This is an optimization exercise on Yosys and OpenROAD, whose aim is small area and a short achievable clock period, not a production implementation.
At most, simulation tests tie the RTL to the original design; equivalence was not proved.
No functional check of the RTL was part of run 2.
Power and IR drop assume default switching activity.

==> flow/design.v (outline; a module is shown in full before it is edited, if it fits) <==
// module mk_mac: 970 lines
module mk_mac(CLK,
	      RST_N,
	      put_inp_A_a,
	      EN_put_inp_A,
	      RDY_put_inp_A,
	      put_inp_B_b,
	      EN_put_inp_B,
	      RDY_put_inp_B,
	      put_inp_C_c,
	      EN_put_inp_C,
	      RDY_put_inp_C,
	      put_inp_sel_sel,
	      EN_put_inp_sel,
	      RDY_put_inp_sel,
	      get_mac_op,
	      RDY_get_mac_op);
  // ...
==> flow/flow/run.sh <==
#!/bin/bash
# Layout flow: the standard synthesis; then the combinational logic of its
# netlist is re-mapped by ABC with every flip-flop instance (name, cell type,
# connections) kept as it is, and the result is checked equivalent to the
# standard netlist (if the check fails, the standard netlist is used); then
# the standard layout steps, with faster port buffers and a tighter
# timing-repair target.  Each tool writes its own log here.
set -e
W=$(pwd)
ABC_D=9.0          # delay target (ps) for the gate sizing in ABC
bash standard.sh synth > synth.log 2>&1

RES=$(dirname "$(find "$W/orfs/results" -name 1_2_yosys.v | head -1)")
LOGD=$(dirname "$(find "$W/orfs/logs" -name 1_2_yosys.log | head -1)")
OBJ=$(dirname "$(find "$W/orfs/objects" -name abc.constr | head -1)")
LIB="$FLOW_HOME/platforms/$FLOW_PLATFORM/lib/sky130_fd_sc_hd__tt_025C_1v80.lib"
YOSYS=$(command -v yosys || echo "$FLOW_HOME/../tools/install/yosys/bin/yosys")
DU=$(grep -o -- '-dont_use [A-Za-z0-9_]*' "$LOGD/1_2_yosys.log" | sort -u | tr '\n' ' ')
KEEP="=sky130_fd_sc_hd__dfxtp_1 =sky130_fd_sc_hd__edfxtp_1 =sky130_fd_sc_hd__conb_1"
cp "$RES/1_2_yosys.v" "$W/std_netlist.v"

sed -e "s#@LIB@#$LIB#g" -e "s#@KEEP@#$KEEP#g" -e "s#@IN@#$W/std_netlist.v#g" \
    -e "s#@SCRIPT@#$W/flow/resyn.abc#g" -e "s#@DU@#$DU#g" -e "s#@CONSTR@#$OBJ/abc.constr#g" \
    -e "s#@D@#$ABC_D#g" -e "s#@OUT@#$W/resyn_netlist.v#g" flow/resyn.ys.in > resyn.ys
sed -e "s#@LIB@#$LIB#g" -e "s#@GOLD@#$W/std_netlist.v#g" -e "s#@GATE@#$W/resyn_netlist.v#g" \
    flow/equiv.ys.in > equiv.ys

if "$YOSYS" -l resyn.log resyn.ys > /dev/null 2>&1 &&
   "$YOSYS" -l equiv.log equiv.ys > /dev/null 2>&1 &&
   grep -q "Equivalence successfully proven" equiv.log; then
  cp "$W/resyn_netlist.v" "$RES/1_2_yosys.v"
  bash standard.sh synth > synth2.log 2>&1
else
  echo "re-mapping not used" > resyn_skipped.txt
fi

bash standard.sh "BUFFER_PORTS_ARGS=-buffer_cell sky130_fd_sc_hd__buf_2" SETUP_SLACK_MARGIN=6.2 finish > layout.log 2>&1
==> flow/flow/equiv.ys.in <==
# Equivalence of the re-mapped netlist with the standard one; the flip-flops
# pair up by instance name.
read_liberty -wb -ignore_miss_func @LIB@
read_verilog @GOLD@
rename mk_mac gold
read_verilog @GATE@
rename mk_mac gate
flatten -wb gold gate
opt_clean gold gate
async2sync
equiv_make gold gate equiv
hierarchy -top equiv
equiv_simple
equiv_status
==> flow/flow/resyn.abc <==
strash
&get -n
&st
&syn2
&dch -f
&nf
&put
buffer -c
upsize -c
dnsize -c
==> flow/flow/resyn.ys.in <==
# Re-map the combinational logic of the standard synthesis netlist, keeping
# every flip-flop instance (name, cell type and connections) as it is.
read_liberty -wb -ignore_miss_func @LIB@
setattr -mod -set keep_hierarchy 1 @KEEP@
read_verilog @IN@
hierarchy -top mk_mac
flatten -wb
opt -purge
abc -script @SCRIPT@ -liberty @LIB@ @DU@ -constr @CONSTR@ -D @D@
opt_clean -purge
hilomap -singleton -hicell sky130_fd_sc_hd__conb_1 HI -locell sky130_fd_sc_hd__conb_1 LO
insbuf -buf sky130_fd_sc_hd__buf_4 A X
splitnets
opt_clean -purge
stat -liberty @LIB@
write_verilog -noattr -noexpr -nohex -nodec @OUT@
==> flow/standard.sh <==
#!/bin/bash
# synth_recipe.tcl (not shown) runs the flow's synth.tcl, then flattens the netlist and writes it again
# the make line also repeats each setting of config.mk as NAME=value (left out here)
make -C /OpenROAD-flow-scripts/flow DESIGN_CONFIG=/design/flow/config.mk WORK_HOME=/design/flow/orfs CLKGATE_MAP_FILE= SYNTH_SCRIPT=/design/flow/synth_recipe.tcl "${@:-finish}"
==> flow/config.mk <==
export PLATFORM = sky130hd
export DESIGN_NAME = mk_mac
export DESIGN_NICKNAME = mk_mac
export VERILOG_FILES = /design/flow/design.v
export SDC_FILE = /design/flow/constraint.sdc
export NUM_CORES = 8
export LEC_CHECK = 0
export ABC_AREA = 0
export CAP_MARGIN = 0
export CORE_MARGIN = 2
export CORE_UTILIZATION = 65
export CTS_CLUSTER_DIAMETER = 100
export CTS_CLUSTER_SIZE = 30
export PLACE_DENSITY = 0.75
export SLEW_MARGIN = 0
==> flow/constraint.sdc <==
create_clock -name core_clock -period 9.0 [get_ports {CLK}]
set_input_delay 1.8000 -clock core_clock [delete_from_list [all_inputs] [get_ports {CLK}]]
set_output_delay 1.8000 -clock core_clock [all_outputs]
set_load 0.01 [all_outputs]
==> flow_summary_export.csv, run 1 <==
group,metric,value,unit
global_routing,grt_pass1_vias,15532,
critical_path,crit_start,"rg_out[30]",
drt,antenna_left,0,
critical_path,reg2reg_setup_slack,6170,ps
critical_path,slowest_delay,380,ps
clock_tree,clockBufferDepth,3,
min_path,hold_path_class,"reg2reg",
placement,place_area,0.0251,sq mm
timing,clock.fmax,345,MHz
cells_and_area,layout.nonclk_buf_share,3.41,%
timing,finalSetupViolations,0,
floorplan,nWellTaps,468,
power,swShare,34.9,%
critical_path,crit_arrival,1100,ps
floorplan,core,0.0366,sq mm
drt,vias_per_cell,5.65,
outcome,status,"timing/DRC/antenna clean",
power,clockPowerShare,17.0,%
clock_tree,post-cts-setup-buffers,11,
power,clock_power,1.39,mW
drt,wl_per_cell,18.5,um
cells_and_area,multi_input_area_share,37.4,%
cells_and_area,clock_area_share,2.86,%
run,drv_cap,0,
timing,post-route-worst-setup-slack,6100,ps
power,irDropWorstVdd,0.000248,V
cells_and_area,antennaDiodeCount,0,
global_routing,grt-ovfl-total,0,
cells_and_area,fin_area,0.0264,sq mm
floorplan,num_rows,70,
==> run 2: changes to the inputs <==
--- a/flow/design.v
+++ b/flow/design.v
@@ -39,20 +39,20 @@
   reg [31:0] rg_C;
   reg        rg_sel;
   always @(posedge CLK) begin
     if (EN_put_inp_A)   rg_A   <= put_inp_A_a;
     if (EN_put_inp_B)   rg_B   <= put_inp_B_b;
     if (EN_put_inp_C)   rg_C   <= put_inp_C_c;
     if (EN_put_inp_sel) rg_sel <= put_inp_sel_sel;
   end
-  reg [6:0] vld;     
+  reg [5:0] vld;     
   always @(posedge CLK) begin
-    if (!RST_N) vld <= 7'd0;
-    else        vld <= {vld[5:0], ~rg_sel};
+    if (!RST_N) vld <= 6'd0;
+    else        vld <= {vld[4:0], ~rg_sel};
   end
   wire [7:0] eA = rg_A[14:7];
   wire [7:0] eB = rg_B[14:7];
   wire zA = (eA == 8'd0), zB = (eB == 8'd0);
   wire iA = (eA == 8'd255), iB = (eB == 8'd255);
   wire cls_zi = (iA & zB) | (zA & iB);
   wire [1:0] cls_in = cls_zi ? 2'd0 : (zA | zB) ? 2'd1 : (iA | iB) ? 2'd2 : 2'd3;
   reg [1:0] lc;
@@ -444,61 +444,59 @@
   wire       nswp = npc9[8];                     
   wire [7:0] npc = npc9[7:0];
   wire [7:0] ncp = ce2 - t2_e;
   wire [7:0] ndif = nswp ? ncp : npc;
   wire       nexc = (t2_e == 8'd255) | ci2;
   wire       nboth0 = (t2_e == 8'd0) & cz2;
   wire       nasel = nexc ? (ci2 & (t2_e != 8'd255))
                           : (nboth0 | ({t2_e, t2_f} <= {ce2, t2_c[22:16]}));
-  wire       z3 = (k3 == 2'd3) ? nboth0 : (k3 == 2'd1) ? cz2 : 1'b0;
-  reg        t3_s, t3_asel, t3_exc, t3_nan;
+  wire       z3   = (k3 == 2'd3) ? nboth0 : (k3 == 2'd1) ? cz2 : 1'b0;
+  wire       exc3 = (k3 == 2'd3) ? nexc : (k3 == 2'd1) ? ci2 : 1'b1;
+  wire       nan3 = (t2_c[22:0] != 23'd0) | ((k3 == 2'd3) ? (t2_f != 7'd0) : (k3 == 2'd0));
+  reg        t3_s, t3_asel;
   reg [4:0]  t3_sh;
   reg [7:0]  t3_e;
   reg [6:0]  t3_f;
   reg [22:0] t3_cf;
   reg        t3_cs;
   always @(posedge CLK) begin
     t3_s  <= t2_s;
     t3_cs <= t2_c[31];
-    t3_cf <= z3 ? 23'd0 : t2_c[22:0];
+    t3_cf <= exc3 ? {nan3, 22'd0} : z3 ? 23'd0 : t2_c[22:0];
+    t3_f  <= exc3 ? {nan3, 6'd0} : ((k3 == 2'd3) & ~nboth0) ? t2_f : 7'd0;
     case (k3)
       2'd3: begin
-        t3_f <= nboth0 ? 7'd0 : t2_f; t3_e <= nswp ? ce2 : t2_e; t3_asel <= nasel;
+        t3_e <= nswp ? ce2 : t2_e; t3_asel <= nasel;
         t3_sh <= (nexc | (ndif[7:5] != 3'd0)) ? 5'd31 : ndif[4:0];
-        t3_exc <= nexc; t3_nan <= (t2_c[22:0] != 23'd0) | (t2_f != 7'd0);
       end
       2'd1: begin
-        t3_f <= 7'd0; t3_e <= ce2; t3_asel <= 1'b1;
+        t3_e <= ce2; t3_asel <= 1'b1;
         t3_sh <= (ci2 | (ce2[7:5] != 3'd0)) ? 5'd31 : ce2[4:0];
-        t3_exc <= ci2; t3_nan <= (t2_c[22:0] != 23'd0);
       end
       default: begin
-        t3_f <= {~k3[1], 6'd0}; t3_e <= 8'd255; t3_asel <= 1'b0;
+        t3_e <= 8'd255; t3_asel <= 1'b0;
         t3_sh <= 5'd31;
-        t3_exc <= 1'b1; t3_nan <= (t2_c[22:0] != 23'd0) | ~k3[1];
       end
     endcase
   end
   wire        asel = t3_asel;
   wire [22:0] mf3 = {t3_f, 16'd0};
   wire [22:0] af3 = asel ? t3_cf : mf3;
   wire [22:0] bf3 = asel ? mf3 : t3_cf;
   wire [26:0] bm3 = {1'b1, bf3, 3'b0};
   wire        sub3 = t3_s ^ t3_cs;
   wire [26:0] shf3 = (bm3 >> t3_sh) ^ {27{sub3}};
-  reg        t4_sub, t4_s, t4_exc, t4_nan;
+  reg        t4_sub, t4_s;
   reg [7:0]  t4_e;
   reg [22:0] t4_a;
   reg [26:0] t4_b;
   always @(posedge CLK) begin
     t4_sub <= sub3;
     t4_s   <= asel ? t3_cs : t3_s;
-    t4_exc <= t3_exc;
-    t4_nan <= t3_nan;
     t4_e   <= t3_e + 8'd2;
     t4_a   <= af3;
     t4_b   <= shf3;
   end
   wire ad_g1 = 1'b0 & t4_b[0];
   wire ad_x2 = 1'b0 ^ t4_b[0];
   wire ad_g3 = 1'b0 & t4_b[1];
   wire ad_x4 = 1'b0 ^ t4_b[1];
@@ -707,23 +705,21 @@
   wire ad_s207 = ad_x44 ^ ad_g170;
   wire ad_s208 = ad_x46 ^ ad_g172;
   wire ad_s209 = ad_x48 ^ ad_g174;
   wire ad_s210 = ad_x50 ^ ad_g176;
   wire ad_s211 = ad_x52 ^ ad_g178;
   wire ad_s212 = ad_x54 ^ ad_g180;
   wire ad_s213 = ad_x56 ^ ad_g182;
   wire [27:0] sum4 = {ad_s213, ad_s212, ad_s211, ad_s210, ad_s209, ad_s208, ad_s207, ad_s206, ad_s205, ad_s204, ad_s203, ad_s202, ad_s201, ad_s200, ad_s199, ad_s198, ad_s197, ad_s196, ad_s195, ad_s194, ad_s193, ad_s192, ad_s191, ad_s190, ad_s189, ad_s188, ad_s187, ad_s186};
-  reg        t5_s, t5_exc, t5_nan;
+  reg        t5_s;
   reg [7:0]  t5_e;
   reg [27:0] t5_m;
   always @(posedge CLK) begin
     t5_s   <= t4_s;
-    t5_exc <= t4_exc;
-    t5_nan <= t4_nan;
     t5_e   <= t4_e;
     t5_m   <= sum4;
   end
   wire lz_v1 = t5_m[27] | t5_m[26];
   wire lz_c2 = ~t5_m[27];
   wire lz_v3 = t5_m[25] | t5_m[24];
   wire lz_c4 = ~t5_m[25];
   wire lz_v5 = t5_m[23] | t5_m[22];
@@ -807,164 +803,152 @@
   wire lz_v83 = lz_v73 | lz_v78;
   wire lz_c84 = lz_v73 ? lz_c74 : lz_c79;
   wire lz_c85 = lz_v73 ? lz_c75 : lz_c80;
   wire lz_c86 = lz_v73 ? lz_c76 : lz_c81;
   wire lz_c87 = lz_v73 ? lz_c77 : lz_c82;
   wire lz_c88 = ~lz_v73;
   wire lz_v = lz_v83;
   wire [4:0] lz_c = {lz_c88, lz_c87, lz_c86, lz_c85, lz_c84};
-  wire [4:0] lz = lz_v ? lz_c : 5'd2;
-  reg        t6_s, t6_exc, t6_nan;
+  wire [4:0]  lz = lz_v ? lz_c : 5'd2;
+  wire [27:0] nm = t5_m << lz;
+  wire v5 = vld[5];
+  reg        t6_s, t6_rnd;
   reg [7:0]  t6_e;
-  reg [4:0]  t6_l, t6_ln;          
-  reg [27:0] t6_m;
+  reg [22:0] t6_f;
   always @(posedge CLK) begin
-    t6_s   <= t5_s;
-    t6_exc <= t5_exc;
-    t6_nan <= t5_nan;
-    t6_e   <= t5_e;                 
-    t6_l   <= lz;
-    t6_ln  <= ~lz;
-    t6_m   <= t5_m;
-  end
-  wire [27:0] nm = t6_m << t6_l;
-  wire v6 = vld[6];
-  reg        t7_s, t7_rnd;
-  reg [7:0]  t7_e;
-  reg [22:0] t7_f;
-  always @(posedge CLK) begin
-    t7_s   <= v6 & t6_s;
-    t7_e   <= ~v6 ? 8'd0 : t6_exc ? 8'd255 : t6_e + {3'b111, t6_ln};    
-    t7_f   <= ~v6 ? 23'd0 : t6_exc ? (t6_nan ? 23'h400000 : 23'd0) : nm[26:4];
-    t7_rnd <= v6 & ~t6_exc & nm[3] & (nm[4] | (nm[2:0] != 3'd0));
+    t6_s   <= v5 & t5_s;
+    t6_e   <= ~v5 ? 8'd0 : t5_e + {3'b111, ~lz};    
+    t6_f   <= ~v5 ? 23'd0 : nm[26:4];
+    t6_rnd <= v5 & nm[3] & (nm[4] | (nm[2:0] != 3'd0));
   end
-  wire ri_g1 = 1'b0 | (t7_f[1] & (t7_rnd & t7_f[0]));
-  wire ri_p2 = t7_f[1] & t7_f[0];
+  wire ri_g1 = 1'b0 | (t6_f[1] & (t6_rnd & t6_f[0]));
+  wire ri_p2 = t6_f[1] & t6_f[0];
   wire ri_g3 = 1'b0;
-  wire ri_p4 = t7_f[3] & t7_f[2];
+  wire ri_p4 = t6_f[3] & t6_f[2];
   wire ri_g5 = 1'b0;
-  wire ri_p6 = t7_f[5] & t7_f[4];
+  wire ri_p6 = t6_f[5] & t6_f[4];
   wire ri_g7 = 1'b0;
-  wire ri_p8 = t7_f[7] & t7_f[6];
+  wire ri_p8 = t6_f[7] & t6_f[6];
   wire ri_g9 = 1'b0;
-  wire ri_p10 = t7_f[9] & t7_f[8];
+  wire ri_p10 = t6_f[9] & t6_f[8];
   wire ri_g11 = 1'b0;
-  wire ri_p12 = t7_f[11] & t7_f[10];
+  wire ri_p12 = t6_f[11] & t6_f[10];
   wire ri_g13 = 1'b0;
-  wire ri_p14 = t7_f[13] & t7_f[12];
+  wire ri_p14 = t6_f[13] & t6_f[12];
   wire ri_g15 = 1'b0;
-  wire ri_p16 = t7_f[15] & t7_f[14];
+  wire ri_p16 = t6_f[15] & t6_f[14];
   wire ri_g17 = 1'b0;
-  wire ri_p18 = t7_f[17] & t7_f[16];
+  wire ri_p18 = t6_f[17] & t6_f[16];
   wire ri_g19 = 1'b0;
-  wire ri_p20 = t7_f[19] & t7_f[18];
+  wire ri_p20 = t6_f[19] & t6_f[18];
   wire ri_g21 = 1'b0;
-  wire ri_p22 = t7_f[21] & t7_f[20];
-  wire ri_g23 = 1'b0 | (t7_f[2] & ri_g1);
-  wire ri_p24 = t7_f[2] & ri_p2;
+  wire ri_p22 = t6_f[21] & t6_f[20];
+  wire ri_g23 = 1'b0 | (t6_f[2] & ri_g1);
+  wire ri_p24 = t6_f[2] & ri_p2;
   wire ri_g25 = ri_g3 | (ri_p4 & ri_g1);
   wire ri_p26 = ri_p4 & ri_p2;
-  wire ri_g27 = 1'b0 | (t7_f[6] & ri_g5);
-  wire ri_p28 = t7_f[6] & ri_p6;
+  wire ri_g27 = 1'b0 | (t6_f[6] & ri_g5);
+  wire ri_p28 = t6_f[6] & ri_p6;
   wire ri_g29 = ri_g7 | (ri_p8 & ri_g5);
   wire ri_p30 = ri_p8 & ri_p6;
-  wire ri_g31 = 1'b0 | (t7_f[10] & ri_g9);
-  wire ri_p32 = t7_f[10] & ri_p10;
+  wire ri_g31 = 1'b0 | (t6_f[10] & ri_g9);
+  wire ri_p32 = t6_f[10] & ri_p10;
   wire ri_g33 = ri_g11 | (ri_p12 & ri_g9);
   wire ri_p34 = ri_p12 & ri_p10;
-  wire ri_g35 = 1'b0 | (t7_f[14] & ri_g13);
-  wire ri_p36 = t7_f[14] & ri_p14;
+  wire ri_g35 = 1'b0 | (t6_f[14] & ri_g13);
+  wire ri_p36 = t6_f[14] & ri_p14;
   wire ri_g37 = ri_g15 | (ri_p16 & ri_g13);
   wire ri_p38 = ri_p16 & ri_p14;
-  wire ri_g39 = 1'b0 | (t7_f[18] & ri_g17);
-  wire ri_p40 = t7_f[18] & ri_p18;
+  wire ri_g39 = 1'b0 | (t6_f[18] & ri_g17);
+  wire ri_p40 = t6_f[18] & ri_p18;
   wire ri_g41 = ri_g19 | (ri_p20 & ri_g17);
   wire ri_p42 = ri_p20 & ri_p18;
-  wire ri_g43 = 1'b0 | (t7_f[22] & ri_g21);
-  wire ri_p44 = t7_f[22] & ri_p22;
-  wire ri_g45 = 1'b0 | (t7_f[4] & ri_g25);
-  wire ri_p46 = t7_f[4] & ri_p26;
+  wire ri_g43 = 1'b0 | (t6_f[22] & ri_g21);
+  wire ri_p44 = t6_f[22] & ri_p22;
+  wire ri_g45 = 1'b0 | (t6_f[4] & ri_g25);
+  wire ri_p46 = t6_f[4] & ri_p26;
   wire ri_g47 = ri_g5 | (ri_p6 & ri_g25);
   wire ri_p48 = ri_p6 & ri_p26;
   wire ri_g49 = ri_g27 | (ri_p28 & ri_g25);
   wire ri_p50 = ri_p28 & ri_p26;
   wire ri_g51 = ri_g29 | (ri_p30 & ri_g25);
   wire ri_p52 = ri_p30 & ri_p26;
-  wire ri_g53 = 1'b0 | (t7_f[12] & ri_g33);
-  wire ri_p54 = t7_f[12] & ri_p34;
+  wire ri_g53 = 1'b0 | (t6_f[12] & ri_g33);
+  wire ri_p54 = t6_f[12] & ri_p34;
   wire ri_g55 = ri_g13 | (ri_p14 & ri_g33);
   wire ri_p56 = ri_p14 & ri_p34;
   wire ri_g57 = ri_g35 | (ri_p36 & ri_g33);
   wire ri_p58 = ri_p36 & ri_p34;
   wire ri_g59 = ri_g37 | (ri_p38 & ri_g33);
   wire ri_p60 = ri_p38 & ri_p34;
-  wire ri_g61 = 1'b0 | (t7_f[20] & ri_g41);
-  wire ri_p62 = t7_f[20] & ri_p42;
+  wire ri_g61 = 1'b0 | (t6_f[20] & ri_g41);
+  wire ri_p62 = t6_f[20] & ri_p42;
   wire ri_g63 = ri_g21 | (ri_p22 & ri_g41);
   wire ri_p64 = ri_p22 & ri_p42;
   wire ri_g65 = ri_g43 | (ri_p44 & ri_g41);
   wire ri_p66 = ri_p44 & ri_p42;
-  wire ri_g67 = 1'b0 | (t7_f[8] & ri_g51);
-  wire ri_p68 = t7_f[8] & ri_p52;
+  wire ri_g67 = 1'b0 | (t6_f[8] & ri_g51);
+  wire ri_p68 = t6_f[8] & ri_p52;
   wire ri_g69 = ri_g9 | (ri_p10 & ri_g51);
   wire ri_p70 = ri_p10 & ri_p52;
   wire ri_g71 = ri_g31 | (ri_p32 & ri_g51);
   wire ri_p72 = ri_p32 & ri_p52;
   wire ri_g73 = ri_g33 | (ri_p34 & ri_g51);
   wire ri_p74 = ri_p34 & ri_p52;
   wire ri_g75 = ri_g53 | (ri_p54 & ri_g51);
   wire ri_p76 = ri_p54 & ri_p52;
   wire ri_g77 = ri_g55 | (ri_p56 & ri_g51);
   wire ri_p78 = ri_p56 & ri_p52;
   wire ri_g79 = ri_g57 | (ri_p58 & ri_g51);
   wire ri_p80 = ri_p58 & ri_p52;
   wire ri_g81 = ri_g59 | (ri_p60 & ri_g51);
   wire ri_p82 = ri_p60 & ri_p52;
-  wire ri_g83 = 1'b0 | (t7_f[16] & ri_g81);
-  wire ri_p84 = t7_f[16] & ri_p82;
+  wire ri_g83 = 1'b0 | (t6_f[16] & ri_g81);
+  wire ri_p84 = t6_f[16] & ri_p82;
   wire ri_g85 = ri_g17 | (ri_p18 & ri_g81);
   wire ri_p86 = ri_p18 & ri_p82;
   wire ri_g87 = ri_g39 | (ri_p40 & ri_g81);
   wire ri_p88 = ri_p40 & ri_p82;
   wire ri_g89 = ri_g41 | (ri_p42 & ri_g81);
   wire ri_p90 = ri_p42 & ri_p82;
   wire ri_g91 = ri_g61 | (ri_p62 & ri_g81);
   wire ri_p92 = ri_p62 & ri_p82;
   wire ri_g93 = ri_g63 | (ri_p64 & ri_g81);
   wire ri_p94 = ri_p64 & ri_p82;
   wire ri_g95 = ri_g65 | (ri_p66 & ri_g81);
   wire ri_p96 = ri_p66 & ri_p82;
-  wire ri_s97 = t7_f[0] ^ t7_rnd;
-  wire ri_s98 = t7_f[1] ^ (t7_rnd & t7_f[0]);
-  wire ri_s99 = t7_f[2] ^ ri_g1;
-  wire ri_s100 = t7_f[3] ^ ri_g23;
-  wire ri_s101 = t7_f[4] ^ ri_g25;
-  wire ri_s102 = t7_f[5] ^ ri_g45;
-  wire ri_s103 = t7_f[6] ^ ri_g47;
-  wire ri_s104 = t7_f[7] ^ ri_g49;
-  wire ri_s105 = t7_f[8] ^ ri_g51;
-  wire ri_s106 = t7_f[9] ^ ri_g67;
-  wire ri_s107 = t7_f[10] ^ ri_g69;
-  wire ri_s108 = t7_f[11] ^ ri_g71;
-  wire ri_s109 = t7_f[12] ^ ri_g73;
-  wire ri_s110 = t7_f[13] ^ ri_g75;
-  wire ri_s111 = t7_f[14] ^ ri_g77;
-  wire ri_s112 = t7_f[15] ^ ri_g79;
-  wire ri_s113 = t7_f[16] ^ ri_g81;
-  wire ri_s114 = t7_f[17] ^ ri_g83;
-  wire ri_s115 = t7_f[18] ^ ri_g85;
-  wire ri_s116 = t7_f[19] ^ ri_g87;
-  wire ri_s117 = t7_f[20] ^ ri_g89;
-  wire ri_s118 = t7_f[21] ^ ri_g91;
-  wire ri_s119 = t7_f[22] ^ ri_g93;
-  wire [22:0] f8 = {ri_s119, ri_s118, ri_s117, ri_s116, ri_s115, ri_s114, ri_s113, ri_s112, ri_s111, ri_s110, ri_s109, ri_s108, ri_s107, ri_s106, ri_s105, ri_s104, ri_s103, ri_s102, ri_s101, ri_s100, ri_s99, ri_s98, ri_s97};
-  reg [31:0] t8, t9, t10;
+  wire ri_s97 = t6_f[0] ^ t6_rnd;
+  wire ri_s98 = t6_f[1] ^ (t6_rnd & t6_f[0]);
+  wire ri_s99 = t6_f[2] ^ ri_g1;
+  wire ri_s100 = t6_f[3] ^ ri_g23;
+  wire ri_s101 = t6_f[4] ^ ri_g25;
+  wire ri_s102 = t6_f[5] ^ ri_g45;
+  wire ri_s103 = t6_f[6] ^ ri_g47;
+  wire ri_s104 = t6_f[7] ^ ri_g49;
+  wire ri_s105 = t6_f[8] ^ ri_g51;
+  wire ri_s106 = t6_f[9] ^ ri_g67;
+  wire ri_s107 = t6_f[10] ^ ri_g69;
+  wire ri_s108 = t6_f[11] ^ ri_g71;
+  wire ri_s109 = t6_f[12] ^ ri_g73;
+  wire ri_s110 = t6_f[13] ^ ri_g75;
+  wire ri_s111 = t6_f[14] ^ ri_g77;
+  wire ri_s112 = t6_f[15] ^ ri_g79;
+  wire ri_s113 = t6_f[16] ^ ri_g81;
+  wire ri_s114 = t6_f[17] ^ ri_g83;
+  wire ri_s115 = t6_f[18] ^ ri_g85;
+  wire ri_s116 = t6_f[19] ^ ri_g87;
+  wire ri_s117 = t6_f[20] ^ ri_g89;
+  wire ri_s118 = t6_f[21] ^ ri_g91;
+  wire ri_s119 = t6_f[22] ^ ri_g93;
+  wire [22:0] f7 = {ri_s119, ri_s118, ri_s117, ri_s116, ri_s115, ri_s114, ri_s113, ri_s112, ri_s111, ri_s110, ri_s109, ri_s108, ri_s107, ri_s106, ri_s105, ri_s104, ri_s103, ri_s102, ri_s101, ri_s100, ri_s99, ri_s98, ri_s97};
+  reg [31:0] t7, t8, t9, t10;
   always @(posedge CLK) begin
-    t8  <= {t7_s, t7_e, f8};
+    t7  <= {t6_s, t6_e, f7};
+    t8  <= t7;
     t9  <= t8;
     t10 <= t9;
   end
   reg [31:0] rg_out;
   always @(posedge CLK)
     rg_out <= rg_sel ? i8_res : t10;
   assign get_mac_op = rg_out;
 endmodule
==> run 2 against run 1 <==
Against the previous run: still clean on timing, DRC and antenna; worst setup slack worse by 4.3 ps; sequential power is 5.0% lower; total power is 6.2% higher; clock power hardly changed; clock-buffer cell count is 2 lower; largest power group unchanged; highest routed layer unchanged.
==> flow_summary_export.csv, run 2 <==
group,metric,value,unit
floorplan,die-area,0.0382,sq mm
timing,holdWs,329,ps
timing,tightestPinTransition,1080,ps
cells_and_area,synthToLayoutAreaGrowth,14.3,%
timing,finalSetupViolations,0,
cells_and_area,antennaDiodeCount,0,
critical_path,end_kind,"register",
power,irDropWorstVdd,0.000187,V
clock_tree,cts_num_sinks,629,
floorplan,core,0.0363,sq mm
drt,top_layer,"met4",
critical_path,crit_chain,"or4_4 -> nor4b_4 -> nand2b_1 -> nor3_2 -> nand2b_1 -> or3_4 -> or3_4 -> mux2i_2 -> xnor2_1 -> a21oi_1",
placement,place_congestion,0.931,
drt,vias_per_cell,5.71,
critical_path,critPathKind,"reg2reg",
power,power_density,319,mW/mm^2
global_routing,grt_usage,28.0,%
critical_path,crit_family,"simple AND/OR/NAND/NOR gates",
global_routing,antenna_found_initial,0,
drt,wirelength,55.6,mm
timing,rsz0062_at_grt,"yes",
drt,drcViolationCount,0,
timing,period_share,32.3,%
drt,dr.pass1.iters,5,
critical_path,cp_slowest_cell,"or4_4",
min_path,hold_path_class,"reg2reg",
cells_and_area,final_net_count,2471,
drt,m1WireLength,23.6,mm
cells_and_area,final_cells,2880,
yosys,synth_area_per_cell,10.6,sq um
placement,dp_cells,2756,
critical_path,crit_buf_inv,0,
drt,wl_per_cell,19.3,um
cells_and_area,final_cell_mix,"dfxtp_1 (501), nor2_1 (213), nand2_1 (185)",
clock_tree,clockRootBuffer,"clkbuf_16",
drt,dr_wl_met3,1.99,mm
yosys,netlist_instances,2251,
global_routing,grt_max_degree,65,
clock_tree,clockBufferDepth,3,
timing,skew,25.9,ps
clock_tree,ctsHoldBuffers,0,
global_routing,grt_pass1_wl,84.1,mm
critical_path,startpoint_type,"register",
power,total_power,8.70,mW
cells_and_area,fin_area,0.0272,sq mm
yosys,netlist_area,0.0238,sq mm
timing,finalHoldViolCount,0,
cells_and_area,final_common_cell,"dfxtp_1",
clock_tree,cts_buffers,25,
drt,first_iter_violations,981,
floorplan,start_util,65.6,%
critical_path,critPathMaxFanout,3,
critical_path,cp.required,9470,ps
placement,place_hpwl,39.5,mm
cells_and_area,layout-drive-gt1-share,19.7,%
critical_path,slowest_delay,580,ps
floorplan,num_rows,70,
timing,clock.fmax,344,MHz
outcome,status,"timing/DRC/antenna clean",
yosys,yosys_warnings,1,
clock_tree,cts_tree,"yes",
clock_tree,clk_pin_slew_worst_paths,100,ps
global_routing,grt_pass1_vias,15684,
timing,fin_crit,2900,ps
timing,finalMaxSlewViolations,0,
drt,antenna_left,0,
timing,finalSetupTns,0,ps
timing,slew_headroom,27.9,%
floorplan,chipWidth,195,um
floorplan,die_y,195,um
power,leakagePower,10.8,nW
drt,via_count,16455,
global_routing,grt-ovfl-total,0,
placement,port_buffers,102,
critical_path,crit_arrival,3370,ps
drt,wl_met2,27.9,mm
clock_tree,htree_levels,1,
run,drv_cap,0,
clock_tree,clkLatencyLatePin,610,ps
floorplan,ioPinCount,108,
placement,place_area,0.0247,sq mm
-- run 2: cell type report --
| class | instances | area, sq um |
|---|---|---|
| Tap cell | 468 | 586 |
| Fill cell | 2457 | 9110 |
| Timing Repair Buffer | 198 | 1410 |
| Clock buffer | 35 | 663 |
| Inverter | 42 | 158 |
| Clock inverter | 4 | 56.3 |
| Sequential cell | 629 | 13600 |
| Multi-Input combinational cell | 1504 | 10700 |
-- run 2: stage by stage --
step / utilization (%) / worst slack (ps)
after floorplan: - / 6200
after global placement: 68.0 / 5580
after detailed placement: 68.0 / 5510
after CTS: 72.6 / 6070
after global routing: 74.9 / 5970
final: 74.9 / 6100
-- run 2: layer usage --
layer	global-route usage, %	vias up
met5	0	-
met4	9.36	0
met3	2.75	119
met2	50.3	430
met1	35.5	7847
li1	-	8059
-- run 2: path summary, 6_finish.rpt --
kind                start          to  slack [ps]  cells after the start
setup / recovery  i8_q[0]  rg_out[31]        6100                     10
hold / removal    t1_c[6]     t2_c[6]         330                      0
setup reg to reg  i8_q[0]  rg_out[31]        6100                     10
hold reg to reg   t1_c[6]     t2_c[6]         330                      0
-- run 2: timing repair --
item	CTS	global route
setup buffers	41	40
cloned	4	0
pin swaps	23	51
setup endpoints to repair	128	122
resized for setup	138	130
-- run 2: report_power, final --
part | total [mW] | internal, mW | switching, mW
logic | 3.35 | 1.56 | 1.79
clock network | 1.36 | 0.533 | 0.823
registers | 4.00 | 3.43 | 0.565

## what the ideal ports hide
Ports are ideal in the flow. The routed layouts listed here were re-timed in OpenROAD. Step 1, drivers: a clkbuf_16 drives CLK and a buf_2 each remaining input, both assumed. Step 2 moves the port delays by t, midway between the first and last clock arrival at a register: inputs arrive t later, outputs are due t later. That takes back most of the time a late clock gives input paths. Three values: no drivers, after step 1, after step 2; two values: the first two.
run	shift t [ns]	slack for setup (ns)	hold slack, ns	worst setup path after step 2
run 1	0.635	6.101 / 6.048 / 6.100	0.311 / 0.311 / 0.311	input to register
run 2	0.647	6.097 / 6.080 / 6.039	0.329 / 0.329 / 0.329	input to register
After both steps every run listed still meets setup and hold. The setup slack of run 2, which loses most, moves by -0.017 ns with the drivers and by -0.058 ns with both steps.
